Context: an optimization exercise on an open-source flow, tuned for small area. The choices shown serve that exercise and are no tape-out recipe. Only simulation tests tie the RTL to the original design; equivalence was not proved. No activity file was given, so power comes from the tool's default toggle rates.

rev 12:
## Main
module Main(LED, AN, R, G, B, HS, VS,
            reset, clk, i_0, i_1, i_2, i_3, AI_switch, invis_switch, paddlesize_switch, ballspeed_switch);
Size in the first run: about 2000 cells after synthesis, about 31 I/O pins, about 13000 um^2 of cells after synthesis.
==> flow/config.mk <==
export PLATFORM = sky130hd
export DESIGN_NAME = Main
export DESIGN_NICKNAME = Main
export VERILOG_FILES = /design/flow/design.v
export SDC_FILE = /design/flow/constraint.sdc
export NUM_CORES = 4
export LEC_CHECK = 0
export ABC_AREA = 1
export CAP_MARGIN = 20
export CORE_MARGIN = 2
export CORE_UTILIZATION = 55
export SLEW_MARGIN = 20
==> flow/constraint.sdc <==
create_clock -name core_clock -period 100.0 [get_ports {clk}]
set_input_delay 20.0000 -clock core_clock [delete_from_list [all_inputs] [get_ports {clk}]]
set_output_delay 20.0000 -clock core_clock [all_outputs]
set_load 0.01 [all_outputs]
standard.sh (not shown) runs the stock make flow with config.mk's settings and CLKGATE_MAP_FILE= SYNTH_SCRIPT=/design/flow/synth_recipe.tcl, a recipe that flattens the netlist after the stock synthesis.
==> flow/flow/run.sh <==
#!/bin/bash
# Own layout flow: the standard synthesis, then the combinational logic between the
# registers is re-mapped for area with ABC (registers untouched; a few ABC seeds are
# tried in parallel and the smallest netlist kept), then the standard layout from
# floorplan to finish with the knobs in flow/knobs.sh.
set -euo pipefail
WORK=$(pwd)
R=$WORK/orfs/results/${FLOW_PLATFORM}/Main/base
YOSYS=${FLOW_HOME}/../tools/install/yosys/bin/yosys
LIB=${FLOW_HOME}/platforms/${FLOW_PLATFORM}/lib/sky130_fd_sc_hd__tt_025C_1v80.lib

# layout knobs read by the ORFS scripts
source $WORK/flow/knobs.sh

bash standard.sh synth > $WORK/flow_synth.log 2>&1
cp $R/1_2_yosys.v $WORK/std_synth.v

reopt() {
  local S=$1
  local SCRIPT
  SCRIPT=$(sed "s/@SEED@/$S/" $WORK/flow/abc.script | tr -d '\n')
  $YOSYS -p "
read_liberty -ignore_miss_func $LIB
read_verilog $WORK/std_synth.v
hierarchy -top ${FLOW_TOP}
setattr -mod -set keep_hierarchy 1 sky130_fd_sc_hd__*df* sky130_fd_sc_hd__*dl*
flatten
blackbox sky130_fd_sc_hd__*df* sky130_fd_sc_hd__*dl*
opt_clean -purge
abc -liberty $LIB -script +$SCRIPT -dont_use *probe* -dont_use *lpflow*
opt_clean -purge
hilomap -singleton -hicell sky130_fd_sc_hd__conb_1 HI -locell sky130_fd_sc_hd__conb_1 LO
insbuf -buf sky130_fd_sc_hd__buf_4 A X
splitnets
opt_clean -purge
select ${FLOW_TOP}
tee -o $WORK/reopt_stat_$S.txt stat -liberty $LIB
write_verilog -noattr -nohex -nodec -selected $WORK/reopt_$S.v
" > $WORK/flow_reopt_$S.log 2>&1 || true
}

SEEDS="1 2 3 4"
for S in $SEEDS; do reopt $S & done
wait

# keep the smallest re-mapped netlist that has exactly the standard synthesis's registers
seqcells() { grep -oE '^ *sky130_fd_sc_hd__[a-z0-9_]*(df|dl)[a-z0-9_]* +[^ ]+' "$1" | sed 's/^ *//' | sort; }
seqcells $WORK/std_synth.v > $WORK/std_regs.txt
best=""; best_area=""
for S in $SEEDS; do
  f=$WORK/reopt_$S.v
  [[ -s $f ]] || continue
  grep -qE '^ *reg ' $f && continue
  seqcells $f | cmp -s - $WORK/std_regs.txt || continue
  a=$(grep -oE "Chip area for module .*: [0-9.]+" $WORK/reopt_stat_$S.txt | awk '{print $NF}' || true)
  [[ -n "$a" ]] || continue
  echo "seed $S area $a" >> $WORK/reopt_choice.txt
  if [[ -z "$best" ]] || awk -v a="$a" -v b="$best_area" 'BEGIN{exit !(a<b)}'; then best=$S; best_area=$a; fi
done
if [[ -n "$best" ]]; then
  echo "chosen seed $best" >> $WORK/reopt_choice.txt
  cp $WORK/reopt_$best.v $R/1_2_yosys.v
else
  echo "no re-mapped netlist kept, using the standard one" >> $WORK/reopt_choice.txt
fi
rm -f $R/1_synth.odb
bash standard.sh finish > $WORK/flow_layout.log 2>&1
Other scripts of this flow, unchanged in this note and not shown: flow/flow/abc.script, flow/flow/knobs.sh
Input changes introduced in rev 13 (baseline for comparison: rev 12):
diff --git a/flow/design.v b/flow/design.v
--- a/flow/design.v
+++ b/flow/design.v
@@ -366,55 +366,56 @@
   reg [8:0] c220;
   always @(posedge clk) begin
     if (reset) c220 <= 9'd1;
     else if (c220 == 9'd108) c220 <= 9'd1;
     else c220 <= {c220[7:0], c220[8] ^ c220[4]};
   end
   wire tick220 = (c220 == 9'd374);
   wire aiplay = (bx < 9'd160) && mv && left && AI_switch;
   wire [4:0] hp = paddlewidth[5:1];                   
   wire [3:0] qn = noise ? paddlewidth[5:2] : 4'd0;    
-  wire signed [11:0] sby = {3'b0, by};
-  wire signed [11:0] sap = {3'b0, aipos};
-  wire signed [11:0] shp = {7'b0, hp};
-  wire signed [11:0] sqn = {8'b0, qn};
-  wire signed [11:0] dya = sby - sap;
-  wire signed [11:0] aoff = hitreg ? (sqn - 12'sd6) : (shp + 12'sd10);
-  wire aup = (dya - aoff) > 12'sd0;
-  wire adn = (dya + aoff) < 12'sd0;
+  wire [9:0] dya = {1'b0, by} - {1'b0, aipos};         
+  wire dbig = !dya[9] && (dya[8:5] != 4'd0);            
+  wire dneg = dya[9] && (dya[8:5] != 4'hf);             
+  wire signed [6:0] d7 = {dya[9], dya[5:0]};            
+  wire signed [6:0] qn7 = {3'b0, qn};
+  wire signed [6:0] hp7 = {2'b0, hp};
+  wire signed [6:0] aoff = hitreg ? (qn7 - 7'sd6) : (hp7 + 7'sd10);
+  wire aup = dbig || (!dneg && (d7 > aoff));              
+  wire adn = dneg || (!dbig && (d7 + aoff < 7'sd0));      
   wire Bc = !cpx[9] && (comppos <= plim);                       
   wire Dc = cpx[9] || (comppos > 9'd10);                        
-  wire lowA = (sby + 12'sd6 < sqn);
-  wire lowC = (sby + sqn < 12'sd6);
-  wire lowE = (sby < shp + 12'sd10);
+  wire lowA = ({1'b0, by} + 10'd6 < {6'b0, qn});         
+  wire lowC = ({1'b0, by} + {6'b0, qn} < 10'd6);         
+  wire lowE = ({1'b0, by} < {5'b0, hp} + 10'd10);        
   wire pinc = hitreg ? ((lowA || aup) && Bc) : (lowE || (aup && Bc));
   wire pdec = hitreg ? (!lowC && adn && Dc) : (adn && Dc);
-  wire ai_inc = aiplay ? pinc : ((sap < 12'sd240) && Bc);
-  wire ai_dec = aiplay ? pdec : ((sap > 12'sd240) && Dc);
+  wire ai_inc = aiplay ? pinc : ((aipos < 9'd240) && Bc);
+  wire ai_dec = aiplay ? pdec : ((aipos > 9'd240) && Dc);
   always @(posedge clk) begin
     if (reset) begin
       aicnt <= 7'd0;
       aipos <= 9'd220;
     end else if (tick220) begin
       aicnt <= aicnt + 7'd1;
       if (ai_inc) aipos <= aipos + 9'd1;
       else if (ai_dec) aipos <= aipos - 9'd1;
     end
   end
   wire [3:0] led_num = cc_o ? s2 : s1;
   assign AN = cc_o ? 4'b1110 : 4'b0111;
   assign LED = seg(led_num);
   reg inc1_d, inc2_d;
   always @(posedge clk) begin
     inc1_d <= inc1 & ~reset; inc2_d <= inc2 & ~reset;
   end
-  wire [3:0] sd_sel = hc[9] ? (s2 - {3'd0, inc2_d}) : (s1 - {3'd0, inc1_d});
+  wire [3:0] sd_sel = (hc[9] ? s2 : s1) - {3'd0, hc[9] ? inc2_d : inc1_d};
   wire [6:0] nd = seg(sd_sel);
   wire hl = (hc >= 30 && hc <= 40);
   wire hr = (hc >= 600 && hc <= 610);
   wire [8:0] cp = hc[9] ? count_1 : count_0;
   wire [10:0] e0 = {1'b0, vc} - {2'b0, cp};
   wire padx = (hl | hr) && !e0[10] && e0[9:6] == 4'd0 && e0[5:0] <= paddlewidth;
   wire [9:0] eh = {1'b0, hc[9:1]} - {1'b0, bx};
   wire [10:0] ev = {1'b0, vc} - {2'b0, by};
   wire ball = (eh[9:2] == 8'd0 || eh == 10'd4 && !hc[0]) && !ev[10] && (ev[9:3] == 8'd0 || ev[9:0] == 10'd8);
   wire frame = (vc <= 10) || (vc >= 470);
Notes after the runs:
Clock network power share on rev 13 is up relative to rev 12.
Rev 12 reached the end of the flow, and the finished layout is clean on the timing, design-rule and antenna checks.
Rev 13 was carried through to the last stage, and its layout satisfied the timing, design-rule and antenna checks.
The final reports for rev 13 and rev 12 show number of buffers created by CTS higher in the former.
Hold slack: rev 13 vs rev 12 down 0.011 ns
Compared to rev 12, rev 13 has total detailed-routing wirelength about 2.5% lower.
Final non-filler cell total came out lower on rev 13 than on rev 12.
Compared rev 13 against rev 12; fraction of power spent switching nets within noise.
In rev 13 the relative slew slack turned out 1.8 points higher than in rev 12.
Rev 13 vs rev 12 — half-perimeter wire length of the detailed placement result dropped by a few percent
Looking at summed instance area of the synthesized netlist across rev 13 and rev 12, the one that comes out higher is rev 12.
[compare] base=rev 12 new=rev 13: non-clock buffer instance count of the final layout moved up, overall power of the completed layout moved up.

what the ideal ports hide:
How much do the figures lean on ideal ports? The routed layouts below were timed once more, with nothing changed but the port constraints. Step 1 sets driving cells, clkbuf_16 on the clock port and buf_2 on the other inputs (assumed; they add their load-dependent delay and slew). Step 2 moves the port delays by t, midway between the first and last clock arrival at a register: inputs arrive t later, outputs are due t later. That takes back most of the time a late clock gives input paths. Slacks: ideal / step 1 / step 2; pairs: ideal / step 1.
| run | t (ns) | slack for setup (ns) | worst setup path after step 2 | clock arrival spread, ns | worst register clock-pin slew, ns |
|---|---|---|---|---|---|
| rev 12 | 0.574 | 75.011 / 75.031 / 74.457 | input to register | 0.104 / 0.103 | 0.10 / 0.10 |
| rev 13 | 0.581 | 74.849 / 74.869 / 74.288 | input to register | 0.090 / 0.090 | 0.09 / 0.09 |
After both steps setup and hold are still met in every run listed. For rev 13, which loses most, drivers alone change the setup slack by +0.020 ns; drivers and shift together by -0.561 ns.
